This is an optimization exercise on Yosys and OpenROAD, whose aim is small area, not a production implementation.
Where RTL was checked, it was by simulation tests only, not by an equivalence proof against the original.
No functional check of the RTL was part of runs 1 to 3.
No activity file was given, so power comes from the tool's default toggle rates.

### flow/design.v
module decodeAndMap(drawX, drawY, drawColour, WE, resetn, clock, shapeselect, inputColour, vs_n, rotateX, rotateY, rotateZ, invert, pitch, roll, yaw, doneShape);
    input clock, resetn, vs_n, invert, rotateX, rotateY, rotateZ;
    input [1:0] shapeselect;
    input [2:0] inputColour;
    output [8:0] drawX, drawY;
    output [2:0] drawColour;
    output WE;
    output [7:0] pitch, roll, yaw;
    output doneShape;
    function [12:0] rca;
        input [11:0] a, b;
        input ci;
        integer k;
        reg c;
        begin
            c = ci;
            for (k = 0; k < 12; k = k + 1) begin
                rca[k] = a[k] ^ b[k] ^ c;
                c = (a[k] & b[k]) | (a[k] & c) | (b[k] & c);
            end
            rca[12] = c;
        end
    endfunction
    localparam S_CLEAR = 4'd0, S_PAIR = 4'd1, S_W1 = 4'd2, S_W2 = 4'd3,
               S_NEG = 4'd4, S_SWP = 4'd5, S_DRAW = 4'd6, S_ROTW = 4'd7,
               S_ROT = 4'd8, S_WAIT = 4'd9, S_WAIT2 = 4'd10, S_DONE = 4'd11;
    reg [3:0] st;
    reg [1:0] shp;
    reg lvs_n;
    wire restart = ~resetn | (shapeselect != shp);
    reg [3:0] bi, wi;
    wire bend = (bi == 4'd15);
    wire wend = (wi == 4'd11);
    reg load;
    reg [191:0] rx, ry, rz;
    reg [3:0] ea, eb;
    wire [2:0] vbit;
    wire edge_ab;
    shapeTypeLUT lut(shp, wi, bi, ea, eb, vbit, edge_ab);
    wire [12:0] bi_inc = rca({8'd0, bi}, 12'd0, 1'b1);
    wire [12:0] wi_inc = rca({8'd0, wi}, 12'd0, 1'b1);
    wire [3:0] nw = wend ? 4'd0 : wi_inc[3:0];
    wire [7:0] pc_inc = {ea[2:0], eb, ea[3] ^ ea[1] ^ ea[0] ^ eb[3]};
    wire pair_last = ({ea, eb} == 8'h80);
    reg [2:0] rs;         
    reg win;              
    reg wen;              
    reg sa, sb;           
    reg [1:0] cA, cB;     
    reg coA, coB;         
    wire odd = rs[2] | (rs[1] & rs[0]);
    wire head = (wi[0] == odd);
    wire a0 = ry[0], a2 = ry[2], a6 = ry[6], a11 = ry[11];
    wire b0 = rz[0], b2 = rz[2], b6 = rz[6], b11 = rz[11];
    wire lt2 = ~bi[3] & ~bi[2] & ~bi[1];
    wire lt6 = ~bi[3] & ~(bi[2] & bi[1]);
    wire qA1 = head ? b0 : sb;
    wire qA4 = head ? (~lt2 & b2) : (lt2 ? b2 : sb);
    wire qA64 = head ? (~lt6 & b6) : (lt6 ? b6 : sb);
    wire pA = head ? a0 : sa;
    wire qB1 = head ? a0 : sa;
    wire qB4 = head ? (~lt2 & a2) : (lt2 ? a2 : sa);
    wire qB64 = head ? (~lt6 & a6) : (lt6 ? a6 : sa);
    wire pB = head ? b0 : sb;
    wire nA = ~invert;
    wire nB = invert;
    wire i0 = head & (bi == 4'd0);
    wire i11 = head & (bi == 4'd11);
    wire [1:0] cinA = i0 ? {1'b1, nA} : cA;
    wire [1:0] cinB = i0 ? {1'b1, nB} : cB;
    wire oA1 = qA64 ^ nA, oA2 = ~(qA4 ^ nA), oA3 = qA1 ^ nA, oA4 = ~pA;
    wire oB1 = qB64 ^ nB, oB2 = ~(qB4 ^ nB), oB3 = qB1 ^ nB, oB4 = ~pB;
    wire sA1 = oA1 ^ oA2 ^ oA3, kA1 = (oA1 & oA2) | (oA1 & oA3) | (oA2 & oA3);
    wire sA2 = sA1 ^ oA4 ^ cinA[0], kA2 = (sA1 & oA4) | (sA1 & cinA[0]) | (oA4 & cinA[0]);
    wire dA = sA2 & wen;
    wire [1:0] cAn = {kA1 & (kA2 | cinA[1]) | (kA2 & cinA[1]), kA1 ^ kA2 ^ cinA[1]};
    wire sB1 = oB1 ^ oB2 ^ oB3, kB1 = (oB1 & oB2) | (oB1 & oB3) | (oB2 & oB3);
    wire sB2 = sB1 ^ oB4 ^ cinB[0], kB2 = (sB1 & oB4) | (sB1 & cinB[0]) | (oB4 & cinB[0]);
    wire dB = sB2 & wen;
    wire [1:0] cBn = {kB1 & (kB2 | cinB[1]) | (kB2 & cinB[1]), kB1 ^ kB2 ^ cinB[1]};
    wire oinA = ~i11 & coA;
    wire oinB = ~i11 & coB;
    wire nbA = a11 ^ dA ^ oinA, coAn = (a11 & dA) | (a11 & oinA) | (dA & oinA);
    wire nbB = b11 ^ dB ^ oinB, coBn = (b11 & dB) | (b11 & oinB) | (dB & oinB);
    wire wact = win & (head ? (bi[3] & (bi[2] | (bi[1] & bi[0]))) : ~(bi[3] & (bi[2] | (bi[1] & bi[0]))));
    wire [2:0] rs_n = wend ? rs + 3'd1 : rs;
    wire odd_n = rs_n[2] | (rs_n[1] & rs_n[0]);
    wire next_head = (nw[0] == odd_n);
    wire [1:0] ax_n = (rs_n == 3'd0 || rs_n == 3'd3) ? 2'd0 : ((rs_n == 3'd1 || rs_n == 3'd4) ? 2'd1 : 2'd2);
    wire en_n = (ax_n == 2'd0) ? rotateX : ((ax_n == 2'd1) ? rotateY : rotateZ);
    reg [7:0] rp, rr, ry8;
    reg cp, cr, cy;
    wire upd = (st == S_ROT) & (rs == 3'd0) & (wi == 4'd0) & ~bi[3];
    wire lsb = (bi[2:0] == 3'd0);
    wire op = upd & rotateX & invert, or_ = upd & rotateY & invert, oy = upd & rotateZ & invert;
    wire ip = upd & (lsb ? (rotateX & ~invert) : cp);
    wire ir = upd & (lsb ? (rotateY & ~invert) : cr);
    wire iy = upd & (lsb ? (rotateZ & ~invert) : cy);
    assign pitch = rp;
    assign roll = rr;
    assign yaw = ry8;
    reg [8:0] PX, PY, K, M, N;
    reg [9:0] H;
    reg ltx, lty, ge, bx, by, fb;
    wire tx = rx[0], ty = ry[0];
    wire [8:0] Ex = {rx[0], rx[1], rx[2], rx[3], rx[4], rx[5], rx[6], rx[7], rx[8]};
    wire [8:0] Ey = {ry[0], ry[1], ry[2], ry[3], ry[4], ry[5], ry[6], ry[7], ry[8]};
    wire wEx = Ex[8] | (Ex[7] & Ex[6] & (Ex[5] | Ex[4] | (Ex[3] & (Ex[2] | Ex[1]))));    
    wire wSx = PX[8] | (PX[7] & PX[6] & (PX[5] | PX[4] | (PX[3] & (PX[2] | PX[1]))));
    wire wEy = Ey[8] | (Ey[7] & Ey[6] & Ey[5] & Ey[4] & (Ey[3] | Ey[2] | Ey[1]));       
    wire wSy = PY[8] | (PY[7] & PY[6] & PY[5] & PY[4] & (PY[3] | PY[2] | PY[1]));
    wire dxb = tx ^ K[0] ^ bx, bxn = (~tx & K[0]) | (~(tx ^ K[0]) & bx);
    wire dyb = ty ^ M[0] ^ by, byn = (~ty & M[0]) | (~(ty ^ M[0]) & by);
    wire ltx_n = (wEx ^ wSx) ? wEx : bxn;
    wire lty_n = (wEy ^ wSy) ? wEy : byn;
    wire nkb = K[0] ^ (ltx & bx);
    wire nmb = M[0] ^ (lty & by);
    wire swp0 = (bi == 4'd5);
    wire swp8 = (bi == 4'd13);
    wire swp9 = (bi == 4'd14);
    wire mjb = ge ? K[0] : M[0];
    wire mnb = ge ? M[0] : K[0];
    wire dkb = mjb ^ mnb ^ bx, bkn = (~mjb & mnb) | (~(mjb ^ mnb) & bx);
    wire hA = ~(swp8 | swp9) & (ge ? K[1] : M[1]);
    wire hB = swp9 | ~mnb;
    wire hC = swp0 ? mjb : by;
    wire hb = hA ^ hB ^ hC, hcn = (hA & hB) | (hA & hC) | (hB & hC);
    wire minor = H[9];
    wire drawing = (st == S_DRAW);
    wire [12:0] asum = rca({2'b00, H}, {2'b00, minor ? {1'b0, K} : ~{1'b0, M}}, ~minor);
    wire xinc = ~(ltx ^ lty);
    wire [12:0] pxs = rca({3'd0, PX}, {3'd0, {9{~xinc & drawing}}}, xinc | ~drawing);
    wire [12:0] pys = rca({3'd0, PY}, 12'd0, 1'b1);
    wire [12:0] nds = rca({3'd0, N}, 12'h1ff, 1'b0);
    wire mA = (wi == ea), mB = (wi == eb);
    wire cwin = bi[3] ? ~bi[2] : (bi[2] | (bi[1] & bi[0]));
    wire hit1 = cwin & (mA | mB);
    wire hit2 = cwin & (fb ? mA : mB);
    always @(posedge clock) begin
        lvs_n <= vs_n;
        rx <= {rx[190:12], wact ? nbA : rx[11], rx[10:1], load ? vbit[2] : rx[0], rx[191]};
        ry <= {ry[190:12], wact ? nbB : ry[11], ry[10:1], load ? vbit[1] : ry[0], ry[191]};
        rz <= {rz[190:12], wact ? rx[11] : rz[11], rz[10:1], load ? vbit[0] : rz[0], rz[191]};
        if (head & bend) begin
            sa <= a0;
            sb <= b0;
        end
        cA <= cAn;
        cB <= cBn;
        coA <= coAn;
        coB <= coBn;
        rp <= {(rp[0] ^ op ^ ip) & ~load, rp[7:1]};
        rr <= {(rr[0] ^ or_ ^ ir) & ~load, rr[7:1]};
        ry8 <= {(ry8[0] ^ oy ^ iy) & ~load, ry8[7:1]};
        cp <= (rp[0] & op) | (rp[0] & ip) | (op & ip);
        cr <= (rr[0] & or_) | (rr[0] & ir) | (or_ & ir);
        cy <= (ry8[0] & oy) | (ry8[0] & iy) | (oy & iy);
        if (restart) begin
            st <= S_CLEAR;
            shp <= shapeselect;
            bi <= 4'd0;
            wi <= 4'd0;
            load <= 1'b1;
            PX <= 9'd352;
            PY <= 9'd392;
            win <= 1'b0;
        end else begin
            bi <= bi_inc[3:0];
            if (bend) wi <= nw;
            if (load & bend & wend) load <= 1'b0;
            case (st)
                S_CLEAR: begin
                    if (PX == 9'd159) begin
                        PX <= 9'd352;
                        if (PY == 9'd119) begin
                            st <= S_PAIR;
                            ea <= 4'd0;
                            eb <= 4'd1;
                        end else
                            PY <= pys[8:0];
                    end else
                        PX <= pxs[8:0];
                end
                S_PAIR: begin
                    if (edge_ab) begin
                        if (bi == 4'd2) st <= S_W1;
                    end
                    else if (pair_last)
                        st <= S_ROTW;
                    else
                        {ea, eb} <= pc_inc;
                end
                S_W1: begin
                    if (hit1) begin
                        K <= {tx, K[8:1]};
                        M <= {ty, M[8:1]};
                        fb <= mB;
                        if (bi == 4'd11) begin
                            PX <= Ex;
                            PY <= Ey;
                            st <= S_W2;
                        end
                    end
                end
                S_W2: begin
                    if (~hit2) begin
                        bx <= 1'b0;
                        by <= 1'b0;
                    end else begin
                        K <= {dxb, K[8:1]};
                        M <= {dyb, M[8:1]};
                        bx <= bxn;
                        by <= byn;
                        if (bi == 4'd11) begin
                            ltx <= ltx_n;
                            lty <= lty_n;
                            if (lty_n) begin
                                PX <= Ex;
                                PY <= Ey;
                            end
                            bx <= 1'b0;
                            by <= 1'b0;
                            ge <= 1'b1;
                            st <= S_NEG;
                        end
                    end
                end
                S_NEG: begin
                    K <= {nkb, K[8:1]};
                    M <= {nmb, M[8:1]};
                    bx <= bx | K[0];
                    by <= by | M[0];
                    if (nkb ^ nmb) ge <= nkb;
                    if (bi == 4'd4) begin
                        bx <= 1'b0;
                        st <= S_SWP;
                    end
                end
                S_SWP: begin
                    if (~swp9) begin
                        K <= {dkb, K[8:1]};
                        M <= {mnb, M[8:1]};
                        N <= {mjb, N[8:1]};
                    end
                    bx <= bkn;
                    by <= hcn;
                    H <= {hb, H[9:1]};
                    if (swp9) st <= S_DRAW;
                end
                S_DRAW: begin
                    if (N == 9'd0) begin
                        if (pair_last)
                            st <= S_ROTW;
                        else begin
                            st <= S_PAIR;
                            {ea, eb} <= pc_inc;
                        end
                    end else begin
                        N <= nds[8:0];
                        H <= asum[9:0];
                        if (ge | minor) PX <= pxs[8:0];
                        if (~ge | minor) PY <= pys[8:0];
                    end
                end
                S_ROTW: begin
                    if (bend & wend) begin
                        st <= S_ROT;
                        rs <= 3'd0;
                        win <= 1'b1;
                        wen <= rotateX;
                    end
                end
                S_ROT: begin
                    if (bend) begin
                        rs <= rs_n;
                        if (next_head) begin
                            win <= (rs_n <= 3'd5);
                            wen <= en_n;
                        end else if (!head)
                            win <= 1'b0;
                        if (rs_n == 3'd6 && nw == 4'd1)
                            st <= S_WAIT;
                    end
                end
                S_WAIT: begin
                    if (lvs_n & ~vs_n) st <= S_WAIT2;
                end
                S_WAIT2: begin
                    if (bi[2:0] == 3'd7) st <= S_DONE;
                end
                default: begin  
                    st <= S_CLEAR;
                    PX <= 9'd352;
                    PY <= 9'd392;
                end
            endcase
        end
    end
    wire [12:0] sx = rca({3'd0, PX}, 12'd160, 1'b0);
    wire [12:0] sy = rca({3'd0, PY}, 12'd120, 1'b0);
    assign drawX = sx[8:0];
    assign drawY = sy[8:0];
    assign WE = (st == S_CLEAR) | (drawing & (PX != 9'd352) & (PY != 9'd392));
    assign drawColour = drawing ? inputColour : 3'd0;
    assign doneShape = (st == S_DONE);
endmodule
module shapeTypeLUT (
    input wire [1:0] shapeselect,
    input wire [3:0] vi,       
    input wire [3:0] bi,       
    input wire [3:0] ea,       
    input wire [3:0] eb,
    output reg [2:0] vbit,     
    output reg edge_ab         
);
    always @(*) begin
        case ({shapeselect, vi, bi})
            10'd1: vbit = 3'd1;
            10'd5: vbit = 3'd1;
            10'd7: vbit = 3'd1;
            10'd8: vbit = 3'd1;
            10'd17: vbit = 3'd1;
            10'd18: vbit = 3'd1;
            10'd19: vbit = 3'd3;
            10'd20: vbit = 3'd3;
            10'd22: vbit = 3'd3;
            10'd23: vbit = 3'd2;
            10'd25: vbit = 3'd7;
            10'd26: vbit = 3'd7;
            10'd27: vbit = 3'd7;
            10'd28: vbit = 3'd7;
            10'd29: vbit = 3'd7;
            10'd30: vbit = 3'd7;
            10'd31: vbit = 3'd7;
            10'd33: vbit = 3'd1;
            10'd34: vbit = 3'd1;
            10'd35: vbit = 3'd3;
            10'd36: vbit = 3'd3;
            10'd38: vbit = 3'd3;
            10'd39: vbit = 3'd2;
            10'd41: vbit = 3'd7;
            10'd42: vbit = 3'd3;
            10'd43: vbit = 3'd3;
            10'd44: vbit = 3'd3;
            10'd45: vbit = 3'd3;
            10'd46: vbit = 3'd3;
            10'd47: vbit = 3'd3;
            10'd48: vbit = 3'd2;
            10'd49: vbit = 3'd3;
            10'd50: vbit = 3'd3;
            10'd51: vbit = 3'd3;
            10'd52: vbit = 3'd1;
            10'd54: vbit = 3'd3;
            10'd57: vbit = 3'd3;
            10'd58: vbit = 3'd1;
            10'd59: vbit = 3'd1;
            10'd60: vbit = 3'd1;
            10'd61: vbit = 3'd1;
            10'd62: vbit = 3'd1;
            10'd63: vbit = 3'd1;
            10'd265: vbit = 3'd1;
            10'd281: vbit = 3'd1;
            10'd282: vbit = 3'd1;
            10'd283: vbit = 3'd1;
            10'd284: vbit = 3'd1;
            10'd285: vbit = 3'd1;
            10'd286: vbit = 3'd1;
            10'd287: vbit = 3'd1;
            10'd297: vbit = 3'd2;
            10'd313: vbit = 3'd2;
            10'd314: vbit = 3'd2;
            10'd315: vbit = 3'd2;
            10'd316: vbit = 3'd2;
            10'd317: vbit = 3'd2;
            10'd318: vbit = 3'd2;
            10'd319: vbit = 3'd2;
            10'd329: vbit = 3'd4;
            10'd345: vbit = 3'd4;
            10'd346: vbit = 3'd4;
            10'd347: vbit = 3'd4;
            10'd348: vbit = 3'd4;
            10'd349: vbit = 3'd4;
            10'd350: vbit = 3'd4;
            10'd351: vbit = 3'd4;
            10'd521: vbit = 3'd7;
            10'd522: vbit = 3'd7;
            10'd523: vbit = 3'd7;
            10'd524: vbit = 3'd7;
            10'd525: vbit = 3'd7;
            10'd526: vbit = 3'd7;
            10'd527: vbit = 3'd7;
            10'd553: vbit = 3'd7;
            10'd554: vbit = 3'd6;
            10'd555: vbit = 3'd6;
            10'd556: vbit = 3'd6;
            10'd557: vbit = 3'd6;
            10'd558: vbit = 3'd6;
            10'd559: vbit = 3'd6;
            10'd585: vbit = 3'd7;
            10'd586: vbit = 3'd5;
            10'd587: vbit = 3'd5;
            10'd588: vbit = 3'd5;
            10'd589: vbit = 3'd5;
            10'd590: vbit = 3'd5;
            10'd591: vbit = 3'd5;
            10'd617: vbit = 3'd7;
            10'd618: vbit = 3'd3;
            10'd619: vbit = 3'd3;
            10'd620: vbit = 3'd3;
            10'd621: vbit = 3'd3;
            10'd622: vbit = 3'd3;
            10'd623: vbit = 3'd3;
            10'd569: vbit = 3'd7;
            10'd570: vbit = 3'd1;
            10'd571: vbit = 3'd1;
            10'd572: vbit = 3'd1;
            10'd573: vbit = 3'd1;
            10'd574: vbit = 3'd1;
            10'd575: vbit = 3'd1;
            10'd601: vbit = 3'd7;
            10'd602: vbit = 3'd2;
            10'd603: vbit = 3'd2;
            10'd604: vbit = 3'd2;
            10'd605: vbit = 3'd2;
            10'd606: vbit = 3'd2;
            10'd607: vbit = 3'd2;
            10'd537: vbit = 3'd7;
            10'd633: vbit = 3'd7;
            10'd634: vbit = 3'd4;
            10'd635: vbit = 3'd4;
            10'd636: vbit = 3'd4;
            10'd637: vbit = 3'd4;
            10'd638: vbit = 3'd4;
            10'd639: vbit = 3'd4;
            10'd777: vbit = 3'd4;
            10'd800: vbit = 3'd4;
            10'd801: vbit = 3'd2;
            10'd802: vbit = 3'd4;
            10'd803: vbit = 3'd2;
            10'd805: vbit = 3'd4;
            10'd806: vbit = 3'd6;
            10'd807: vbit = 3'd6;
            10'd808: vbit = 3'd2;
            10'd832: vbit = 3'd4;
            10'd833: vbit = 3'd2;
            10'd834: vbit = 3'd7;
            10'd835: vbit = 3'd2;
            10'd836: vbit = 3'd1;
            10'd837: vbit = 3'd5;
            10'd838: vbit = 3'd4;
            10'd839: vbit = 3'd7;
            10'd840: vbit = 3'd1;
            10'd864: vbit = 3'd5;
            10'd865: vbit = 3'd2;
            10'd866: vbit = 3'd7;
            10'd867: vbit = 3'd3;
            10'd869: vbit = 3'd4;
            10'd870: vbit = 3'd4;
            10'd871: vbit = 3'd6;
            10'd872: vbit = 3'd1;
            10'd873: vbit = 3'd2;
            10'd874: vbit = 3'd2;
            10'd875: vbit = 3'd2;
            10'd876: vbit = 3'd2;
            10'd877: vbit = 3'd2;
            10'd878: vbit = 3'd2;
            10'd879: vbit = 3'd2;
            10'd896: vbit = 3'd5;
            10'd897: vbit = 3'd3;
            10'd898: vbit = 3'd6;
            10'd899: vbit = 3'd2;
            10'd900: vbit = 3'd1;
            10'd901: vbit = 3'd5;
            10'd902: vbit = 3'd5;
            10'd903: vbit = 3'd7;
            10'd905: vbit = 3'd3;
            10'd906: vbit = 3'd3;
            10'd907: vbit = 3'd3;
            10'd908: vbit = 3'd3;
            10'd909: vbit = 3'd3;
            10'd910: vbit = 3'd3;
            10'd911: vbit = 3'd3;
            10'd928: vbit = 3'd4;
            10'd929: vbit = 3'd2;
            10'd930: vbit = 3'd7;
            10'd931: vbit = 3'd3;
            10'd933: vbit = 3'd4;
            10'd934: vbit = 3'd5;
            10'd935: vbit = 3'd6;
            10'd937: vbit = 3'd1;
            10'd938: vbit = 3'd1;
            10'd939: vbit = 3'd1;
            10'd940: vbit = 3'd1;
            10'd941: vbit = 3'd1;
            10'd942: vbit = 3'd1;
            10'd943: vbit = 3'd1;
            10'd793: vbit = 3'd4;
            10'd794: vbit = 3'd4;
            10'd795: vbit = 3'd4;
            10'd796: vbit = 3'd4;
            10'd797: vbit = 3'd4;
            10'd798: vbit = 3'd4;
            10'd799: vbit = 3'd4;
            10'd816: vbit = 3'd4;
            10'd817: vbit = 3'd6;
            10'd818: vbit = 3'd2;
            10'd819: vbit = 3'd4;
            10'd820: vbit = 3'd6;
            10'd821: vbit = 3'd2;
            10'd824: vbit = 3'd4;
            10'd825: vbit = 3'd6;
            10'd826: vbit = 3'd6;
            10'd827: vbit = 3'd6;
            10'd828: vbit = 3'd6;
            10'd829: vbit = 3'd6;
            10'd830: vbit = 3'd6;
            10'd831: vbit = 3'd6;
            10'd848: vbit = 3'd6;
            10'd849: vbit = 3'd6;
            10'd850: vbit = 3'd1;
            10'd851: vbit = 3'd5;
            10'd852: vbit = 3'd6;
            10'd853: vbit = 3'd2;
            10'd854: vbit = 3'd3;
            10'd856: vbit = 3'd6;
            10'd857: vbit = 3'd7;
            10'd858: vbit = 3'd7;
            10'd859: vbit = 3'd7;
            10'd860: vbit = 3'd7;
            10'd861: vbit = 3'd7;
            10'd862: vbit = 3'd7;
            10'd863: vbit = 3'd7;
            10'd880: vbit = 3'd5;
            10'd881: vbit = 3'd7;
            10'd883: vbit = 3'd4;
            10'd884: vbit = 3'd7;
            10'd885: vbit = 3'd3;
            10'd886: vbit = 3'd3;
            10'd887: vbit = 3'd1;
            10'd888: vbit = 3'd6;
            10'd889: vbit = 3'd5;
            10'd890: vbit = 3'd5;
            10'd891: vbit = 3'd5;
            10'd892: vbit = 3'd5;
            10'd893: vbit = 3'd5;
            10'd894: vbit = 3'd5;
            10'd895: vbit = 3'd5;
            10'd912: vbit = 3'd5;
            10'd913: vbit = 3'd6;
            10'd914: vbit = 3'd1;
            10'd915: vbit = 3'd5;
            10'd916: vbit = 3'd6;
            10'd917: vbit = 3'd2;
            10'd918: vbit = 3'd2;
            10'd920: vbit = 3'd7;
            10'd921: vbit = 3'd4;
            10'd922: vbit = 3'd4;
            10'd923: vbit = 3'd4;
            10'd924: vbit = 3'd4;
            10'd925: vbit = 3'd4;
            10'd926: vbit = 3'd4;
            10'd927: vbit = 3'd4;
            10'd944: vbit = 3'd6;
            10'd945: vbit = 3'd6;
            10'd946: vbit = 3'd1;
            10'd947: vbit = 3'd4;
            10'd948: vbit = 3'd7;
            10'd949: vbit = 3'd3;
            10'd950: vbit = 3'd2;
            10'd951: vbit = 3'd1;
            10'd952: vbit = 3'd7;
            10'd953: vbit = 3'd6;
            10'd954: vbit = 3'd6;
            10'd955: vbit = 3'd6;
            10'd956: vbit = 3'd6;
            10'd957: vbit = 3'd6;
            10'd958: vbit = 3'd6;
            10'd959: vbit = 3'd6;
            default: vbit = 3'd0;
        endcase
    end
    wire [2:0] pa = ea[3:1], pb = eb[3:1];
    wire par = ea[0] ^ eb[0];
    wire [2:0] d = pb - pa;
    wire plt = pa < pb;
    wire sgi = (pa != 3'd0) & ((d == 3'd2) | (d == 3'd3));
    always @(*) begin
        case (shapeselect)
            2'd0: edge_ab = (ea < eb) & ~eb[3] & ~eb[2];
            2'd1: edge_ab = plt & (pb < 3'd3);
            2'd2: edge_ab = plt & ~eb[3] & (par == (pa != 3'd0));
            default: edge_ab = plt & (pb < 3'd6) & (par == sgi);
        endcase
    end
endmodule
### flow/run.sh
#!/bin/bash
# synth_recipe.tcl (not shown) runs the flow's synth.tcl, then flattens the netlist and writes it again
# the make line also repeats each setting of config.mk as NAME=value (left out here)
make -C /OpenROAD-flow-scripts/flow DESIGN_CONFIG=/design/flow/config.mk WORK_HOME=/design/flow/orfs CLKGATE_MAP_FILE= SYNTH_SCRIPT=/design/flow/synth_recipe.tcl finish
### flow/config.mk
export PLATFORM = sky130hd
export DESIGN_NAME = decodeAndMap
export DESIGN_NICKNAME = decodeAndMap
export VERILOG_FILES = /design/flow/design.v
export SDC_FILE = /design/flow/constraint.sdc
export NUM_CORES = 8
export LEC_CHECK = 0
export CAP_MARGIN = 30
export CORE_MARGIN = 2
export CORE_UTILIZATION = 70
export CTS_BUF_LIST = sky130_fd_sc_hd__clkbuf_4 sky130_fd_sc_hd__clkbuf_8 sky130_fd_sc_hd__clkbuf_16
export CTS_CLUSTER_DIAMETER = 100
export CTS_CLUSTER_SIZE = 30
export SLEW_MARGIN = 20
### flow/constraint.sdc
create_clock -name core_clock -period 12.0 [get_ports {clock}]
set_input_delay 2.4000 -clock core_clock [delete_from_list [all_inputs] [get_ports {clock}]]
set_output_delay 2.4000 -clock core_clock [all_outputs]
set_load 0.01 [all_outputs]
==> run notes, run 1 <==
status finished clean; Detail Route Antenna Nets 0; clock latency on the worst-skew pair 0.60 ns; PD cells 163 nW/um2; Routed Wire Length 37200 um; gr busiest metal met2; DR pass1 iterations 5; htree depth 1; leakage dissipation 0.00844 uW; drt wl/cell 19.1 um; skew final around 0.034 ns; Hold Crit Start rz[150]$_DFF_P_; first-pass GRT wire length 59900 um; crit path time final approximately 6 ns; CP most frequent cell clkdlybuf4s50_1; Final Hold Viols 0; CTS tree built; fraction of layout cells with a size suffix above 1 0.0356; Finished Core Util 0.773; FF-to-FF Start H[9]$_DFFE_PP_; placed cells between 1500 and 2000; CP peak stage delay 0.53 ns; die height 173 um; Antenna Diode Count 0; Die X 173 um; Final Max Slew Viols 0; DP HPWL 23100 um; I/O Buffers 58; final setup fails 0; M1 GR Usage 0.346; Flop pwr share 0.674; CP endpoint kind output port; count of cell types in the netlist 66; fin crit share 0.492; mapped cell area 20000 um2; Peak VDD IR 0.000205 V; Switch Pwr 701 uW; async set or reset register ratio after synthesis 0; vias in the first global route 10800; initial antenna violation count 0; global placement routability congestion 0.893; Net Sw Frac 0.199; GR Util met3 0.0323; met2 Usage GRT 0.434; vias per cell 5.43; Slew headroom 0.433; CTS max path bufs 3; Critical Path Source inputColour[0]; Finished Layout Cells 1949; Crit-path slowest cell clkdlybuf4s50_1; YS warnings 2; top_reg_cell synth dfxtp_1; fin nets approximately 1700; Slew @ Worst Pin around 0.85 ns; synthesized flop and latch total 701; setup bufs post-CTS 0; crit path max fanout 1; syn avg cell area 13.1 um2; total gr overflow 0; Max Cap Viol 0; Synth area leader dfxtp_1; Area contributors post-synth dfxtp_1, edfxtp_1, fa_1; Critical Path, Cell by Cell clkdlybuf4s50_1 -> and2_1 -> clkdlybuf4s50_1; Area Growth Syn to Fin 8.14%; Hold Crit Class reg2reg; setup TNS 0 ns; DIE AREA around 30000 um2; Logic pwr share 0.013; WP data arrival 3.50 ns; total power 3520 uW; sequential cell area 14600 um2; largest net degree at the start of global routing 45; TritonCTS Buffers 27; Mapped Nets around 1600; total number of vias 10600; RSZ-0062 raised after global routing no; CP required 9.60 ns; Synth top area share 0.643; initial drt markers 800; Tot GR Track Use 0.253; Initial Utilization 0.715; internal power 2820 uW; FMAX 169 MHz; # rows 61; post-CTS sizing 0; Mapped Cells around 1500; critical path class in2out; kind of start point of the critical path input pin; Clock transition at path regs ~0.11 ns; Clk Tree Root Cell clkbuf_16; Clock power frac 0.313; # DRC 0; # fillers ~1600; core footprint 27900 um2; sequential fraction of the synthesis area 0.732; Multi-input gate area 4760 um2; I/O pins 59; hold buffer count at CTS 0; Post-synth EDFFs 59; clk sinks roughly 700
==> layer usage <==
metal	share of wire	vias up
met5	0	-
met4	0.025	0
met3	0.050	67
met2	0.49	311
met1	0.43	5094
li1	-	5114
==> area by class of cell <==
class                      count  share of cell area
inverter                      85              0.0148
clock inverter                 4             0.00290
timing repair buffer          69              0.0306
multi-input combinational    682               0.221
clock buffer                  30              0.0323
tap                          378              0.0219
sequential                   701               0.677
==> path summary, 6_finish.rpt <==
path / end / slack, ns / cells after the start
setup / recovery: drawColour[0] / 6.10 / 3
hold / removal: rz[151]$_DFF_P_ / 0.32 / 0
setup reg to reg: H[8]$_DFFE_PP_ / 7.16 / 13
hold reg to reg: rz[151]$_DFF_P_ / 0.32 / 0
==> power by group through the flow <==
stage                     Sequential, uW  Combinational [uW]  Clock (uW)
after floorplan                     2420                30.8           0
after global placement              2420                41.6           0
after detailed placement            2420                45.3           0
after CTS                           2370                46.8        1120
after global routing                2370                52.2        1200
final                               2370                47.5        1100
==> cells by family (layout without fill, tap and decap cells) <==
kind of cell               after synthesis  count (layout)  share of synthesized area
AOI/OAI and AO/OA                      216             216                     0.0690
and+or+nand+nor                        316             316                     0.0751
adders and majority gates               76              76                     0.0588
xor gates and xnor gates                42              42                     0.0188
DFF                                    701             701                      0.732
buffers and inverters                  144             188                     0.0299
muxes                                   32              32                     0.0162
==> worst max-delay path: cells and delay by family <==
kind	cells	cell delay [ns]
and+or+nand+nor	1	0.12
buffers and inverters	2	0.99
==> synth_stat cells (all sizes together) (12+ instances only) <==
master	instances
a21oi	58
a22o	12
and2	15
buf	26
clkbuf	33
dfxtp	642
edfxtp	59
fa	30
ha	45
inv	85
mux2i	29
nand2	124
nand2b	17
nand3	16
nor2	70
nor2b	14
nor3	16
o21ai	68
xnor2	20
xor2	22
==> sequential cells by signal (all words and copies together), names as in the netlist, 4 cells and up <==
register,flops
rx,192
ry,192
rz,192
H,10
K,9
M,9
N,9
PX,9
PY,9
rp,8
rr,8
ry8,8
bi,4
ea,4
eb,4
st,4
wi,4
==> cells in the final DEF (no fill, tap or decap), drive strengths merged, types with 7 or more instances in the layout <==
cell           count
nand2b            17
edfxtp            59
buf               11
inv               87
nor2b             14
a21oi             58
nor3              16
nand2            124
a31oi              7
nand3             16
a22o              12
clkbuf            30
o21ai             68
mux2i             29
a221oi             7
and2              15
fa                30
dfxtp            642
a32oi              7
a211oi            11
ha                45
nor4              11
o211ai             9
clkdlybuf4s50     58
nand4              7
xnor2             20
nor2              70
xor2              22
==> per-stage QoR <==
step           hold slack (ns)  setup slack (ns)  instance area, um2
6_report                 0.322              6.10               21600
5_1_grt                  0.328              6.06               21600
4_1_cts                  0.326              6.09               21600
3_5_place_dp             0.312              6.10               20800
3_3_place_gp             0.310              6.11               20800
2_1_floorplan            0.310              5.68               20000
==> run 2: changes to the inputs <==
--- a/flow/config.mk
+++ b/flow/config.mk
@@ -7,7 +7,7 @@
 export LEC_CHECK = 0
 export CAP_MARGIN = 30
 export CORE_MARGIN = 2
-export CORE_UTILIZATION = 70
+export CORE_UTILIZATION = 75
 export CTS_BUF_LIST = sky130_fd_sc_hd__clkbuf_4 sky130_fd_sc_hd__clkbuf_8 sky130_fd_sc_hd__clkbuf_16
 export CTS_CLUSTER_DIAMETER = 100
 export CTS_CLUSTER_SIZE = 30
==> run 2 against run 1 <==
Flip-flop and latch count did not move. Area after synthesis stayed put. Final cell count is 2.2% lower. Routed wire length grew 17%. Synthesized cell count stayed put. Combinational power increased by 4.4%. Critical endpoint is now drawColour[2]. Die area down 6.5%. Worst hold slack worse by 0.0037 ns. Sequential power about the same. Worst setup slack better by 0.0076 ns. Still clean.
==> run notes, run 2 <==
status finished clean; Clock transition at path regs 0.12 ns (about the same); post-CTS sizing 0 (unchanged); CP delay by family, top buffers and inverters; CP required 9.60 ns (about the same); Area Growth Syn to Fin 7.95%; Net Sw Frac 0.203 (+0.00410); Synth area leader dfxtp_1; I/O Buffers 58 (unchanged); Largest regs rx: 192 flops, ry: 192 flops, rz: 192 flops; R2R Setup Slk 7.08 ns (-0.08 ns); Max Cap Viol 0 (unchanged); Initial Utilization 0.764 (+0.0493); largest family of logic cells by synthesized area simple AND/OR/NAND/NOR gates; Critical Path, Cell by Cell clkdlybuf4s50_1 -> and2_1 -> clkdlybuf4s50_1; async set or reset register ratio after synthesis 0 (unchanged); die height 167 um (-3.3%); top_reg_cell synth dfxtp_1; I/O pins 59 (unchanged); clock latency on the worst-skew pair 0.61 ns (about the same); fin nets 1653 (unchanged); fraction of layout cells with a size suffix above 1 0.0363 (+0.000613); RSZ-0062 raised after global routing no; Logic pwr share 0.014 (about the same); fin crit share 0.491 (-0.000632); DR pass1 iterations 17 (+12); Peak VDD IR 0.000185 V (-9.4%); Placed Area 20800 um2 (-0.26%); Hold Crit Class reg2reg; crit path max fanout 1 (unchanged); DIE AREA 28000 um2 (-6.5%); CP most frequent cell clkdlybuf4s50_1; FMAX 170 MHz (+0.13%); final instance area 21600 um2 (-0.18%); Clock power frac 0.319 (+0.006); Routed Wire Length 43400 um (+17%); post-synthesis compound-gate area fraction 0.0690 (unchanged); Crit path buffers/inverters 2 (unchanged); setup TNS 0 ns (unchanged); global placement routability congestion 0.906 (+1.5%); most common cell after layout, fill and taps aside dfxtp_1; Mapped Cells 1527 (unchanged); WP depth 3 (unchanged); internal power 2830 uW (+0.51%); Detail Route Antenna Nets 0 (unchanged); crit path time final 5.89 ns (-0.00759 ns); Synth top area share 0.643 (unchanged); # fillers 1248 (-23%); WP data arrival 3.49 ns (about the same); Multi-input gate area 4760 um2 (unchanged); core footprint 26100 um2 (-6.4%); vias in the first global route 11400 (+5.3%); PD cells 165 nW/um2 (+1.2%); most frequent cells in the layout dfxtp_1, nand2_1, inv_1; XOR/XNOR Fraction of Synth Area 0.0188 (unchanged); Clk Tree Root Cell clkbuf_16; vias per cell 5.93 (+9.2%); Finished Core Util 0.825 (+0.0518); DP HPWL 26100 um (+13%); Post-Synth Adder-Cell Area 0.0588 (unchanged); pre-CTS setup slack 6.09 ns (-0.00423 ns); commonest cells in the synthesized netlist dfxtp_1, nand2_1, inv_1, nor2_1, o21ai_0; Die X 167 um (-3.3%); mux share of post-synthesis cell area 0.0162 (unchanged); htree depth 1 (unchanged); drt wl/cell 22.7 um (+19%); initial antenna violation count 1 (+1); clk sinks 701 (unchanged); syn avg cell area 13.1 um2 (unchanged); count of cell types in the netlist 66 (unchanged); leakage dissipation 0.00845 uW (about the same); Final Max Slew Viols 0 (unchanged); Flop pwr share 0.667 (-0.007); Area contributors post-synth dfxtp_1, edfxtp_1, fa_1; Final Hold Viols 0 (unchanged); final setup fails 0 (unchanged); hold buffer count at CTS 0 (unchanged); total number of vias 11300 (+6.9%); sequential fraction of the synthesis area 0.732 (unchanged); CTS tree built; CTS max path bufs 3 (unchanged); synthesized flop and latch total 701 (unchanged); Mapped Nets 1614 (unchanged); TritonCTS Buffers 27 (unchanged); skew final 0.0294 ns (-0.00500 ns); Crit-path slowest cell clkdlybuf4s50_1; CP endpoint kind output port; simple-gate share of the synthesized area 0.0751 (unchanged); kind of start point of the critical path input pin; Post-synth EDFFs 59 (unchanged); initial drt markers 1171 (+46%); first-pass GRT wire length 67000 um (+12%); mapped cell area 20000 um2 (unchanged); Tot GR Track Use 0.313 (+0.0596); # rows 59 (-3.3%); largest net degree at the start of global routing 45 (unchanged); setup bufs post-CTS 0 (unchanged); Switch Pwr 723 uW (+3.1%); critical path class in2out; Antenna Diode Count 0 (unchanged); sequential cell area 14600 um2 (unchanged); Slew headroom 0.281 (-0.151); total gr overflow 0 (unchanged); most frequent cell after synthesis dfxtp_1; # DRC 0 (unchanged); Worst Hold Depth 0 (unchanged); CP peak stage delay 0.53 ns (about the same); PnR worst setup slack 6.11 ns (+0.00759 ns); Slew @ Worst Pin 1.07 ns (+0.218 ns); Register-to-Register Path Depth 14 (+1); YS warnings 2 (unchanged); hold_ws 0.318 ns (-0.00371 ns)
run 2: cell counts after synthesis:
Identical to the previous run, type by type.
run 2: path summary, 6_finish.rpt:
path                            from            endpoint
setup / recovery      inputColour[2]       drawColour[2]
hold / removal        rx[96]$_DFF_P_      rx[97]$_DFF_P_
setup reg to reg  st[0]$_SDFFE_PP0P_  PX[8]$_SDFFE_PP1P_
hold reg to reg       rx[96]$_DFF_P_      rx[97]$_DFF_P_
run 2: logic make-up after synthesis:
| group | count (synthesis) |
|---|---|
| DFF | 701 |
| and+or+nand+nor | 316 |
| AOI/OAI and AO/OA | 216 |
| buffers and inverters | 144 |
| adders and majority gates | 76 |
| xor gates and xnor gates | 42 |
| muxes | 32 |
run 2: power groups by stage:
stage	clock, uW	combinational [uW]	sequential [uW]
finish	1130	49.6	2370
global route	1210	52.1	2370
CTS	1140	48.0	2370
floorplan	0	30.8	2420
detailed placement	0	46.1	2420
global placement	0	41.5	2420
run 2: final cells by class:
cell class	instances	area share
multi-input cells	682	0.221
clock inverters	4	0.00325
clock buffers	31	0.0327
flip-flops and latches	701	0.678
repair buffers	69	0.0306
inverters	85	0.0148
well taps	335	0.0194
run 2: metal layers:
layer | GRT usage | wire length, um | vias to the layer above
met5 | 0 | 12 | -
met3 | 0.0487 | 3110 | 153
met2 | 0.545 | 21500 | 623
li1 | - | - | 5124
met1 | 0.393 | 16600 | 5411
met4 | 0.134 | 2160 | 2
run 2: stage by stage:
step / total power (uW) / std cells
finish: 3560 / 1907
global route: 3630 / 1907
CTS: 3560 / 1907
detailed placement: 2470 / 1872
global placement: 2460 / 1870
floorplan: 2450 / 1527
==> run 3: changes to the inputs <==
--- a/flow/config.mk
+++ b/flow/config.mk
@@ -7,8 +7,8 @@
 export LEC_CHECK = 0
 export CAP_MARGIN = 30
 export CORE_MARGIN = 2
-export CORE_UTILIZATION = 75
-export CTS_BUF_LIST = sky130_fd_sc_hd__clkbuf_4 sky130_fd_sc_hd__clkbuf_8 sky130_fd_sc_hd__clkbuf_16
+export CORE_UTILIZATION = 70
+export CTS_BUF_LIST = sky130_fd_sc_hd__clkbuf_16
 export CTS_CLUSTER_DIAMETER = 100
 export CTS_CLUSTER_SIZE = 30
 export SLEW_MARGIN = 20
==> run 3 against run 2 <==
Still clean. Critical path depth unchanged. Maximum frequency decreased by 0.13%. Synthesized cell count unchanged. Sequential share of layout area decreased by 0.087 points. Worst setup slack got worse by 0.0077 ns. Final cell count increased by 2.2%. Worst hold slack improved by 0.0048 ns. Combinational power about the same. Clock power about the same. Via count decreased by 5.4%. Flip-flop and latch count unchanged. Routed wire length decreased by 13%. Critical endpoint is now drawColour[0].
==> run notes, run 3 <==
status finished clean; Area contributors post-synth dfxtp_1, edfxtp_1, fa_1; leakage dissipation 0.00845 uW (about the same); Placed Area 20800 um2 (+0.26%); Finished Layout Cells 1949 (+2.2%); CP endpoint kind output port; DIE AREA 29900 um2 (+7.0%); post-CTS sizing 0 (unchanged); setup TNS 0 ns (unchanged); async set or reset register ratio after synthesis 0 (unchanged); WP data arrival 3.50 ns (about the same); Antenna Diode Count 0 (unchanged); Crit-path slowest cell clkdlybuf4s50_1; Final Max Slew Viols 0 (unchanged); vias per cell 5.49 (-7.5%); vias in the first global route 10800 (-4.8%); CTS max path bufs 3 (unchanged); fin crit share 0.492 (+0.000641); Initial Utilization 0.715 (-0.0493); sequential fraction of the synthesis area 0.732 (unchanged); TritonCTS Buffers 27 (unchanged); Clock transition at path regs 0.11 ns (about the same); drt wl/cell 19.4 um (-15%); CTS tree built; Synth area leader dfxtp_1; FMAX 169 MHz (-0.13%); # DRC 0 (unchanged); skew final 0.0260 ns (-0.00336 ns); fin nets 1653 (unchanged); hold_ws 0.323 ns (+0.00479 ns); Crit path buffers/inverters 2 (unchanged); Routed Wire Length 37800 um (-13%); global placement routability congestion 0.893 (-1.5%); Tot GR Track Use 0.258 (-0.0554); largest net degree at the start of global routing 45 (unchanged); CP peak stage delay 0.53 ns (about the same); crit path max fanout 1 (unchanged); Detail Route Antenna Nets 0 (unchanged); CP most frequent cell clkdlybuf4s50_1; Slew headroom 0.430 (+0.148); Clk Tree Root Cell clkbuf_16; I/O Buffers 58 (unchanged); Synth top area share 0.643 (unchanged); fraction of layout cells with a size suffix above 1 0.0337 (-0.00252); most frequent cells in the layout dfxtp_1, nand2_1, inv_1; Final Hold Viols 0 (unchanged); count of cell types in the netlist 66 (unchanged); crit path time final 5.90 ns (+0.00769 ns); initial drt markers 779 (-33%); pre-CTS setup slack 6.10 ns (+0.00423 ns); syn avg cell area 13.1 um2 (unchanged); Hold Crit Class reg2reg; first-pass GRT wire length 60500 um (-9.8%); DP HPWL 23100 um (-12%); YS warnings 2 (unchanged); # rows 61 (+3.4%); die height 173 um (+3.4%); final instance area 21600 um2 (+0.13%); synthesized flop and latch total 701 (unchanged); Critical Path, Cell by Cell clkdlybuf4s50_1 -> and2_1 -> clkdlybuf4s50_1; Mapped Cells 1527 (unchanged); critical path class in2out; most common cell after layout, fill and taps aside dfxtp_1; Max Cap Viol 0 (unchanged); Area Growth Syn to Fin 8.09%; PnR worst setup slack 6.10 ns (-0.00769 ns); CP delay by family, top buffers and inverters; DR pass1 iterations 5 (-12); placed cells 1915 (+2.3%); hold buffer count at CTS 0 (unchanged); clk sinks 701 (unchanged); total gr overflow 0 (unchanged); total number of vias 10700 (-5.4%); commonest cells in the synthesized netlist dfxtp_1, nand2_1, inv_1, nor2_1, o21ai_0; Slew @ Worst Pin 0.854 ns (-0.214 ns); I/O pins 59 (unchanged); final setup fails 0 (unchanged); htree depth 1 (unchanged); Largest regs rx: 192 flops, ry: 192 flops, rz: 192 flops; RSZ-0062 raised after global routing no; Peak VDD IR 0.000202 V (+8.8%); mapped cell area 20000 um2 (unchanged); core footprint 27900 um2 (+6.9%); Mapped Nets 1614 (unchanged); Die X 173 um (+3.4%); Post-synth EDFFs 59 (unchanged); kind of start point of the critical path input pin; most frequent cell after synthesis dfxtp_1; setup bufs post-CTS 0 (unchanged); PD cells 163 nW/um2 (-1.3%); top_reg_cell synth dfxtp_1; initial antenna violation count 0 (-1); clock latency on the worst-skew pair 0.60 ns (about the same); CP required 9.60 ns (about the same)
[run 3: cell counts after synthesis]
Identical to the previous run, type by type.
[run 3: worst paths after layout]
path                        from              to  slack (ns)  depth (start not counted)
setup / recovery  inputColour[0]   drawColour[0]        6.10                          3
hold reg to reg   ry[23]$_DFF_P_  ry[24]$_DFF_P_        0.32                          0
setup reg to reg  H[9]$_DFFE_PP_  H[8]$_DFFE_PP_        7.15                         13
hold / removal    ry[23]$_DFF_P_  ry[24]$_DFF_P_        0.32                          0
[run 3: kinds of logic (layout without fill, tap and decap cells)]
family,after synthesis,in the layout,share of synthesized area
flops,701,701,0.732
xor+xnor,42,42,0.0188
fa+ha+maj,76,76,0.0588
simple gates,316,316,0.0751
compound gates,216,216,0.0690
buf+inv,144,188,0.0299
mux,32,32,0.0162
[run 3: per-stage QoR]
step / util / total power, uW
after global placement: 0.746 / 2460
after CTS: 0.773 / 3530
after global routing: 0.773 / 3610
after detailed placement: 0.746 / 2470
after floorplan: - / 2450
final: 0.773 / 3520
[run 3: cell type report]
class / instances / area, um2
repair buffers: 69 / 661
inverters: 85 / 319
fillers: 1613 / 6340
well taps: 378 / 473
clock buffers: 27 / 676
flip-flops and latches: 701 / 14600
multi-input cells: 682 / 4760
clock inverters: 7 / 73.8
[run 3: power by group]
part | internal, uW | switching [uW] | leakage, uW
clock | 427 | 668 | 0.000383
sequential | 2360 | 6.87 | 0.00573
combinational | 18.8 | 30.5 | 0.00233
total | 2810 | 705 | 0.00845
[run 3: layer usage]
layer | track usage | vias to the layer above | wire length [um]
met5 | 0 | - | 0
met4 | 0.0713 | 0 | 1080
met3 | 0.0389 | 82 | 2140
met2 | 0.435 | 336 | 18400
met1 | 0.351 | 5166 | 16200
li1 | - | 5114 | -
==> run 4: changes to the inputs <==
--- a/flow/design.v
+++ b/flow/design.v
@@ -89,13 +89,17 @@
     wire [1:0] ax_n = (rs_n == 3'd0 || rs_n == 3'd3) ? 2'd0 : ((rs_n == 3'd1 || rs_n == 3'd4) ? 2'd1 : 2'd2);
     wire en_n = (ax_n == 2'd0) ? rotateX : ((ax_n == 2'd1) ? rotateY : rotateZ);
     reg [7:0] rp, rr, ry8;
-    reg cp, cr, cy;
-    wire upd = (st == S_ROT) & (rs == 3'd0) & (wi == 4'd0) & ~bi[3];
+    reg cc;
+    wire upd0 = (st == S_ROT) & (rs == 3'd0) & ~wi[3] & ~wi[2] & ~wi[1];
+    wire updP = upd0 & ~wi[0] & ~bi[3];
+    wire updR = upd0 & ~wi[0] & bi[3];
+    wire updY = upd0 & wi[0] & ~bi[3];
     wire lsb = (bi[2:0] == 3'd0);
-    wire op = upd & rotateX & invert, or_ = upd & rotateY & invert, oy = upd & rotateZ & invert;
-    wire ip = upd & (lsb ? (rotateX & ~invert) : cp);
-    wire ir = upd & (lsb ? (rotateY & ~invert) : cr);
-    wire iy = upd & (lsb ? (rotateZ & ~invert) : cy);
+    wire cen = (updP & rotateX) | (updR & rotateY) | (updY & rotateZ);
+    wire csrc = updP ? rp[0] : (updR ? rr[0] : ry8[0]);
+    wire co = cen & invert;
+    wire ci = cen & (lsb ? ~invert : cc);
+    wire csum = csrc ^ co ^ ci;
     assign pitch = rp;
     assign roll = rr;
     assign yaw = ry8;
@@ -145,16 +149,18 @@
             sa <= a0;
             sb <= b0;
         end
+        H <= (st == S_SWP) ? {hb, H[9:1]} : asum[9:0];
+        N <= ((st == S_SWP) & ~swp9) ? {mjb, N[8:1]} : nds[8:0];
         cA <= cAn;
         cB <= cBn;
         coA <= coAn;
         coB <= coBn;
-        rp <= {(rp[0] ^ op ^ ip) & ~load, rp[7:1]};
-        rr <= {(rr[0] ^ or_ ^ ir) & ~load, rr[7:1]};
-        ry8 <= {(ry8[0] ^ oy ^ iy) & ~load, ry8[7:1]};
-        cp <= (rp[0] & op) | (rp[0] & ip) | (op & ip);
-        cr <= (rr[0] & or_) | (rr[0] & ir) | (or_ & ir);
-        cy <= (ry8[0] & oy) | (ry8[0] & iy) | (oy & iy);
+        rp <= {(updP ? csum : rp[0]) & ~load, rp[7:1]};
+        rr <= {(updR ? csum : rr[0]) & ~load, rr[7:1]};
+        ry8 <= {(updY ? csum : ry8[0]) & ~load, ry8[7:1]};
+        cc <= (csrc & co) | (csrc & ci) | (co & ci);
+        bx <= 1'b0;
+        by <= 1'b0;
         if (restart) begin
             st <= S_CLEAR;
             shp <= shapeselect;
@@ -203,10 +209,7 @@
                     end
                 end
                 S_W2: begin
-                    if (~hit2) begin
-                        bx <= 1'b0;
-                        by <= 1'b0;
-                    end else begin
+                    if (hit2) begin
                         K <= {dxb, K[8:1]};
                         M <= {dyb, M[8:1]};
                         bx <= bxn;
@@ -240,15 +243,13 @@
                     if (~swp9) begin
                         K <= {dkb, K[8:1]};
                         M <= {mnb, M[8:1]};
-                        N <= {mjb, N[8:1]};
                     end
                     bx <= bkn;
                     by <= hcn;
-                    H <= {hb, H[9:1]};
                     if (swp9) st <= S_DRAW;
                 end
                 S_DRAW: begin
-                    if (N == 9'd0) begin
+                    if (&N) begin
                         if (pair_last)
                             st <= S_ROTW;
                         else begin
@@ -256,8 +257,6 @@
                             {ea, eb} <= pc_inc;
                         end
                     end else begin
-                        N <= nds[8:0];
-                        H <= asum[9:0];
                         if (ge | minor) PX <= pxs[8:0];
                         if (~ge | minor) PY <= pys[8:0];
                     end
==> run 4 against run 3 <==
Synthesized cell count decreased by 0.65%. Sequential share of layout area decreased by 0.27 points. Power increased by 4.2%. Clock skew increased by 0.0074 ns.
==> run notes, run 4 <==
fraction of layout cells with a size suffix above 1 0.0391 (+0.00537); Final Hold Viols 0 (unchanged); Synth top area share 0.673 (+0.0296); I/O pins 59 (unchanged); critical path class in2out; crit path time final 5.92 ns (+0.0149 ns); setup TNS 0 ns (unchanged); hold buffer count at CTS 0 (unchanged); crit path max fanout 1 (unchanged); most common cell after layout, fill and taps aside dfxtp_1; Placed Area 20500 um2 (-1.4%); fin crit share 0.493 (+0.00124); Mapped Nets 1602 (-0.74%); synthesized flop and latch total 699 (-0.29%); final setup fails 0 (unchanged); Max Cap Viol 0 (unchanged); Peak VDD IR 0.000155 V (-23%); Post-synth EDFFs 38 (-36%); Clk Tree Root Cell clkbuf_16; sequential fraction of the synthesis area 0.731 (-0.00103); status finished clean; async set or reset register ratio after synthesis 0 (unchanged); Antenna Diode Count 0 (unchanged); Hold Crit Class reg2reg; CP required 9.60 ns (about the same); final instance area 21300 um2 (-1.3%); clk sinks 699 (-0.29%); Tot GR Track Use 0.242 (-0.0154); DR pass1 iterations 5 (unchanged); PD cells 172 nW/um2 (+5.6%); setup bufs post-CTS 0 (unchanged); FMAX 169 MHz (-0.25%); YS warnings 2 (unchanged); Die X 172 um (-0.77%); first-pass GRT wire length 55500 um (-8.2%); vias in the first global route 10600 (-2.3%); Slew headroom 0.426 (-0.00421); CTS tree built; Critical Path, Cell by Cell clkdlybuf4s50_1 -> and2_1 -> clkdlybuf4s50_1; leakage dissipation 0.00838 uW (-0.76%); Register-to-Register Path Depth 14 (+1); fin nets 1639 (-0.85%); initial antenna violation count 0 (unchanged); vias per cell 5.48 (-0.18%); Synth area leader dfxtp_1; commonest cells in the synthesized netlist dfxtp_1, nor2_1, a21oi_1, inv_1, nand2_1; I/O Buffers 58 (unchanged); DP HPWL 21500 um (-6.8%); Area contributors post-synth dfxtp_1, edfxtp_1, ha_1; Crit-path slowest cell clkdlybuf4s50_1; Area Growth Syn to Fin 8.38%; Slew @ Worst Pin 0.854 ns (-0.000397 ns); Detail Route Antenna Nets 0 (unchanged); mapped cell area 19700 um2 (-1.6%); kind of start point of the critical path input pin; Final Max Slew Viols 0 (unchanged); Largest regs rx: 192 flops, ry: 192 flops, rz: 192 flops; # rows 61 (unchanged); WP data arrival 3.52 ns (+0.02 ns); sequential cell area 14400 um2 (-1.7%); top_reg_cell synth dfxtp_1; drt wl/cell 17.9 um (-7.4%); total gr overflow 0 (unchanged); most frequent cells in the layout dfxtp_1, nor2_1, inv_1; CP most frequent cell clkdlybuf4s50_1; total number of vias 10600 (-0.75%); TritonCTS Buffers 27 (unchanged); CP endpoint kind output port; Mapped Cells 1517 (-0.65%); clock latency on the worst-skew pair 0.61 ns (about the same); CP peak stage delay 0.54 ns (about the same); count of cell types in the netlist 71 (+7.6%); Routed Wire Length 34800 um (-7.9%); core footprint 27700 um2 (-0.82%); htree depth 1 (unchanged); skew final 0.0335 ns (+0.00741 ns); global placement routability congestion 0.895 (+0.32%); Initial Utilization 0.710 (-0.00543); largest net degree at the start of global routing 40 (-11%); # DRC 0 (unchanged); most frequent cell after synthesis dfxtp_1; CTS max path bufs 3 (unchanged); post-CTS sizing 0 (unchanged); # fillers 1696 (+5.1%); RSZ-0062 raised after global routing no; DIE AREA 29400 um2 (-1.5%); syn avg cell area 13.0 um2 (-0.92%); die height 172 um (-0.77%); Clock transition at path regs 0.11 ns (about the same); initial drt markers 1073 (+38%); Multi-input gate area 4730 um2 (-0.66%); Worst Hold Depth 0 (unchanged)
## run 4: cell type report
cell class / count / area share
tap: 378 / 0.0222
sequential: 699 / 0.675
inverter: 84 / 0.0148
clock buffer: 28 / 0.0329
timing repair buffer: 68 / 0.0308
multi-input combinational: 674 / 0.222
clock inverter: 7 / 0.00258
## run 4: power breakdown
part	switching (uW)	internal, uW	total, uW
Clock	664	429	1090
Sequential	33.7	2390	2420
Combinational	78.8	70.0	149
Total	776	2890	3660
## run 4: through the flow
stage	total power [uW]	setup WS, ns	hold WS, ns	instances	utilization
after detailed placement	2620	6.10	0.312	1902	0.741
after floorplan	2580	6.71	0.310	1517	-
after global routing	3800	6.03	0.326	1938	0.769
after global placement	2610	6.12	0.310	1902	0.741
final	3660	6.08	0.307	1938	0.769
after CTS	3690	6.08	0.320	1937	0.769
## run 4: cells by family after synthesis
kind of cell | share of synthesized area
adders and majority gates | 0.0577
buffers and inverters | 0.0290
xor gates and xnor gates | 0.0187
muxes | 0.0124
and+or+nand+nor | 0.0762
AOI/OAI and AO/OA | 0.0748
DFF | 0.731
## run 4: path summary, 6_finish.rpt
check,start,to,slack [ns]
worst max-delay path,inputColour[1],drawColour[1],6.08
worst min-delay path,rz[41]$_DFF_P_,rz[42]$_DFF_P_,0.31
worst max register to register,st[3]$_SDFFE_PP0P_,PX[8]$_SDFFE_PP1P_,7.09
worst min register to register,rz[41]$_DFF_P_,rz[42]$_DFF_P_,0.31
## run 4: worst max-delay path: cells and delay by family
family                 cells  cell delay, ns
and+or+nand+nor            1            0.12
buffers and inverters      2            0.99
## run 4: layer usage
metal  part of all wire  vias up  wire, um  global-route usage
met5                  0        -         0                   0
met4              0.033        0      1140              0.0814
met3              0.062       93      2160              0.0410
met2               0.47      404     16200               0.400
met1               0.44     4999     15200               0.327
li1                   -     5122         -                   -
==> run 5: changes to the inputs <==
--- a/flow/design.v
+++ b/flow/design.v
@@ -318,19 +318,6 @@
             10'd5: vbit = 3'd1;
             10'd7: vbit = 3'd1;
             10'd8: vbit = 3'd1;
-            10'd17: vbit = 3'd1;
-            10'd18: vbit = 3'd1;
-            10'd19: vbit = 3'd3;
-            10'd20: vbit = 3'd3;
-            10'd22: vbit = 3'd3;
-            10'd23: vbit = 3'd2;
-            10'd25: vbit = 3'd7;
-            10'd26: vbit = 3'd7;
-            10'd27: vbit = 3'd7;
-            10'd28: vbit = 3'd7;
-            10'd29: vbit = 3'd7;
-            10'd30: vbit = 3'd7;
-            10'd31: vbit = 3'd7;
             10'd33: vbit = 3'd1;
             10'd34: vbit = 3'd1;
             10'd35: vbit = 3'd3;
@@ -338,25 +325,38 @@
             10'd38: vbit = 3'd3;
             10'd39: vbit = 3'd2;
             10'd41: vbit = 3'd7;
-            10'd42: vbit = 3'd3;
-            10'd43: vbit = 3'd3;
-            10'd44: vbit = 3'd3;
-            10'd45: vbit = 3'd3;
-            10'd46: vbit = 3'd3;
-            10'd47: vbit = 3'd3;
-            10'd48: vbit = 3'd2;
-            10'd49: vbit = 3'd3;
-            10'd50: vbit = 3'd3;
-            10'd51: vbit = 3'd3;
-            10'd52: vbit = 3'd1;
-            10'd54: vbit = 3'd3;
-            10'd57: vbit = 3'd3;
-            10'd58: vbit = 3'd1;
-            10'd59: vbit = 3'd1;
-            10'd60: vbit = 3'd1;
-            10'd61: vbit = 3'd1;
-            10'd62: vbit = 3'd1;
-            10'd63: vbit = 3'd1;
+            10'd42: vbit = 3'd7;
+            10'd43: vbit = 3'd7;
+            10'd44: vbit = 3'd7;
+            10'd45: vbit = 3'd7;
+            10'd46: vbit = 3'd7;
+            10'd47: vbit = 3'd7;
+            10'd65: vbit = 3'd1;
+            10'd66: vbit = 3'd1;
+            10'd67: vbit = 3'd3;
+            10'd68: vbit = 3'd3;
+            10'd70: vbit = 3'd3;
+            10'd71: vbit = 3'd2;
+            10'd73: vbit = 3'd7;
+            10'd74: vbit = 3'd3;
+            10'd75: vbit = 3'd3;
+            10'd76: vbit = 3'd3;
+            10'd77: vbit = 3'd3;
+            10'd78: vbit = 3'd3;
+            10'd79: vbit = 3'd3;
+            10'd96: vbit = 3'd2;
+            10'd97: vbit = 3'd3;
+            10'd98: vbit = 3'd3;
+            10'd99: vbit = 3'd3;
+            10'd100: vbit = 3'd1;
+            10'd102: vbit = 3'd3;
+            10'd105: vbit = 3'd3;
+            10'd106: vbit = 3'd1;
+            10'd107: vbit = 3'd1;
+            10'd108: vbit = 3'd1;
+            10'd109: vbit = 3'd1;
+            10'd110: vbit = 3'd1;
+            10'd111: vbit = 3'd1;
             10'd265: vbit = 3'd1;
             10'd281: vbit = 3'd1;
             10'd282: vbit = 3'd1;
@@ -585,7 +585,7 @@
     wire sgi = (pa != 3'd0) & ((d == 3'd2) | (d == 3'd3));
     always @(*) begin
         case (shapeselect)
-            2'd0: edge_ab = (ea < eb) & ~eb[3] & ~eb[2];
+            2'd0: edge_ab = plt & ~pb[2] & ~ea[0] & ~eb[0];
             2'd1: edge_ab = plt & (pb < 3'd3);
             2'd2: edge_ab = plt & ~eb[3] & (par == (pa != 3'd0));
             default: edge_ab = plt & (pb < 3'd6) & (par == sgi);
--- a/flow/config.mk
+++ b/flow/config.mk
@@ -5,6 +5,7 @@
 export SDC_FILE = /design/flow/constraint.sdc
 export NUM_CORES = 8
 export LEC_CHECK = 0
+export ABC_AREA = 1
 export CAP_MARGIN = 30
 export CORE_MARGIN = 2
 export CORE_UTILIZATION = 70
==> run 5 against run 4 <==
Worst setup slack worse by 0.013 ns. Still clean. Combinational power rose by 7%. Largest cell class unchanged. Critical path type unchanged. Utilization rose by 0.31 points. Non-clock buffer count down 7.
==> run notes, run 5 <==
sequential fraction of the synthesis area 0.723 (-0.00783); I/O pins 59 (unchanged); syn avg cell area 11.9 um2 (-8.5%); Peak VDD IR 0.000175 V (+13%); Critical Path, Cell by Cell clkdlybuf4s50_1 -> inv_1 -> nor2_1 -> clkdlybuf4s50_1; global placement routability congestion 0.898 (+0.26%); drt wl/cell 18.5 um (+3.1%); final instance area 21500 um2 (+0.95%); YS warnings 2 (unchanged); crit path max fanout 1 (unchanged); # rows 61 (unchanged); internal power 2870 uW (-0.55%); critical path class in2out; # DRC 0 (unchanged); htree depth 1 (unchanged); initial drt markers 1028 (-4.2%); mapped cell area 19900 um2 (+1.1%); largest net degree at the start of global routing 32 (-20%); Tot GR Track Use 0.272 (+0.0302); CTS tree built; vias per cell 5.37 (-1.9%); Routed Wire Length 39200 um (+13%); Mapped Cells 1675 (+10%); Clock transition at path regs 0.12 ns (about the same); top_reg_cell synth dfxtp_1; kind of start point of the critical path input pin; Largest regs rx: 192 flops, ry: 192 flops, rz: 192 flops; Net Sw Frac 0.217 (+0.00536); most frequent cells in the layout dfxtp_1, nand2_1, inv_1; clock latency on the worst-skew pair 0.60 ns (about the same); final setup fails 0 (unchanged); synthesized flop and latch total 699 (unchanged); Crit-path slowest cell clkdlybuf4s50_1; fin crit share 0.494 (+0.00107); Logic pwr share 0.043 (+0.002); Slew @ Worst Pin 0.854 ns (+0.000367 ns); Final Max Slew Viols 0 (unchanged); setup TNS 0 ns (unchanged); Final Hold Viols 0 (unchanged); CP peak stage delay 0.54 ns (about the same); crit path time final 5.93 ns (+0.0128 ns); DIE AREA 29800 um2 (+1.1%); skew final 0.0183 ns (-0.0151 ns); initial antenna violation count 0 (unchanged); first-pass GRT wire length 62200 um (+12%); async set or reset register ratio after synthesis 0 (unchanged); Clock power frac 0.297 (about the same); Synth top area share 0.666 (-0.00720); Switch Pwr 797 uW (+2.7%); leakage dissipation 0.00915 uW (+9.2%); fraction of layout cells with a size suffix above 1 0.0671 (+0.0280); Area Growth Syn to Fin 8.24%; Area contributors post-synth dfxtp_1, edfxtp_1, nand2_1; total gr overflow 0 (unchanged); total number of vias 11400 (+7.4%); Antenna Diode Count 0 (unchanged); CP most frequent cell clkdlybuf4s50_1; commonest cells in the synthesized netlist dfxtp_1, nand2_1, inv_1, nor2_1, o21ai_0; CTS max path bufs 3 (unchanged); Max Cap Viol 0 (unchanged); fin nets 1819 (+11%); most frequent cell after synthesis dfxtp_1; most common cell after layout, fill and taps aside dfxtp_1; Placed Area 20800 um2 (+1.1%); setup bufs post-CTS 0 (unchanged); count of cell types in the netlist 54 (-24%); FMAX 169 MHz (-0.22%); Synth area leader dfxtp_1; vias in the first global route 11500 (+8.7%); RSZ-0062 raised after global routing no; status finished clean; Die X 172 um (+0.52%); I/O Buffers 58 (unchanged); Hold Crit Class reg2reg; CP required 9.60 ns (about the same); clk sinks 699 (unchanged); Flop pwr share 0.660 (about the same); WP data arrival 3.53 ns (about the same); post-CTS sizing 0 (unchanged); CP endpoint kind output port; Post-synth EDFFs 38 (unchanged); # fillers 1633 (-3.7%); hold_ws 0.325 ns (+0.0182 ns); PD cells 171 nW/um2 (-0.81%); Slew headroom 0.424 (-0.00101); Detail Route Antenna Nets 0 (unchanged); Clk Tree Root Cell clkbuf_16; core footprint 27900 um2 (+0.55%); die height 172 um (+0.52%); DP HPWL 24200 um (+13%); Initial Utilization 0.713 (+0.00375); DR pass1 iterations 7 (+2); Mapped Nets 1756 (+9.6%); TritonCTS Buffers 27 (unchanged); hold buffer count at CTS 0 (unchanged)
run 5: cell count changes after synthesis, sizes merged, moves of 11 or more:
cell,delta
nand2,+198
inv,+87
nand3,+63
o21ai,+50
a21oi,-46
nor2,+40
clkbuf,-39
xnor2,-27
mux2i,-21
nor3,-19
nand2b,-17
a211oi,-12
and2,-11
run 5: power groups by stage:
| stage | clock [uW] | combinational, uW | sequential (uW) |
|---|---|---|---|
| final | 1090 | 159 | 2420 |
| after global routing | 1170 | 189 | 2430 |
| after CTS | 1100 | 161 | 2420 |
| after detailed placement | 0 | 155 | 2470 |
| after global placement | 0 | 139 | 2470 |
| after floorplan | 0 | 113 | 2460 |
run 5: cell type report:
type                            instances  area [um2]  share of cell area
Clock inverter                          8        63.8             0.00297
Clock buffer                           27         676              0.0314
Timing Repair Buffer                   61         601              0.0279
Multi-Input combinational cell        780        4670               0.217
Sequential cell                       699       14400               0.668
Inverter                              169         649              0.0302
Tap cell                              378         473              0.0220
run 5: metal layers:
| metal | track usage | routed length, um |
|---|---|---|
| met1 | 0.360 | 16600 |
| met2 | 0.463 | 18900 |
| met3 | 0.0389 | 2340 |
| met4 | 0.0954 | 1410 |
| met5 | 0 | 0 |
run 5: cells by family (layout without fill, tap and decap cells):
family,count (synthesis),in the layout,synth area share
xor gates and xnor gates,24,24,0.0110
adders and majority gates,70,70,0.0545
AOI/OAI and AO/OA,179,179,0.0519
and+or+nand+nor,507,507,0.117
DFF,699,699,0.723
buffers and inverters,196,265,0.0419
run 5: final timing paths:
| kind | start | end | slack, ns | cells after the start |
|---|---|---|---|---|
| min reg2reg | ry[189]$_DFF_P_ | ry[190]$_DFF_P_ | 0.32 | 0 |
| min | ry[189]$_DFF_P_ | ry[190]$_DFF_P_ | 0.32 | 0 |
| max reg2reg | H[9]$_DFF_P_ | H[8]$_DFF_P_ | 7.32 | 15 |
| max | inputColour[1] | drawColour[1] | 6.07 | 4 |
run 5: critical path: cells and delay by family:
family | cells | cell delay [ns]
buffers and inverters | 3 | 1.03
and+or+nand+nor | 1 | 0.09
run 5: through the flow:
stage | instances | setup WS (ns) | total power [uW] | util
6_report | 2122 | 6.07 | 3670 | 0.772
5_1_grt | 2122 | 5.95 | 3780 | 0.772
4_1_cts | 2121 | 6.07 | 3680 | 0.772
3_5_place_dp | 2086 | 6.06 | 2630 | 0.745
3_3_place_gp | 2086 | 6.09 | 2610 | 0.745
2_1_floorplan | 1675 | 6.72 | 2570 | -

## re-timing with driven ports
The results above use ideal ports. As a check the final layouts listed here were re-extracted and re-timed, cells and wires unchanged. Step 1 sets driving cells, clkbuf_16 on the clock port and buf_2 on the other inputs (assumed; they add their load-dependent delay and slew). Step 2 times the ports against the registers' clock, not the clock port: input delays grow and output delays shrink by t, the midpoint of the rising clock arrivals with the driver on. Slacks: no drivers / after step 1 / after step 2; pairs: no drivers / after step 1.
| run | shift t [ns] | setup slack, ns | worst setup path after step 2 | latest minus earliest clock arrival (ns) | worst register clock-pin slew, ns |
|---|---|---|---|---|---|
| run 1 | 0.632 | 6.099 / 6.062 / 6.062 | input to output | 0.037 / 0.036 | 0.12 / 0.12 |
| run 2 | 0.641 | 6.106 / 6.073 / 6.073 | input to output | 0.037 / 0.036 | 0.12 / 0.12 |
| run 3 | 0.635 | 6.098 / 6.062 / 6.062 | input to output | 0.027 / 0.027 | 0.12 / 0.12 |
| run 4 | 0.642 | 6.084 / 6.056 / 6.056 | input to output | 0.039 / 0.040 | 0.11 / 0.11 |
| run 5 | 0.640 | 6.071 / 6.040 / 6.040 | input to output | 0.020 / 0.020 | 0.12 / 0.12 |
After both steps every run listed still meets setup and hold. For run 1, which loses most, drivers alone change the setup slack by -0.037 ns; drivers and shift together by -0.037 ns.
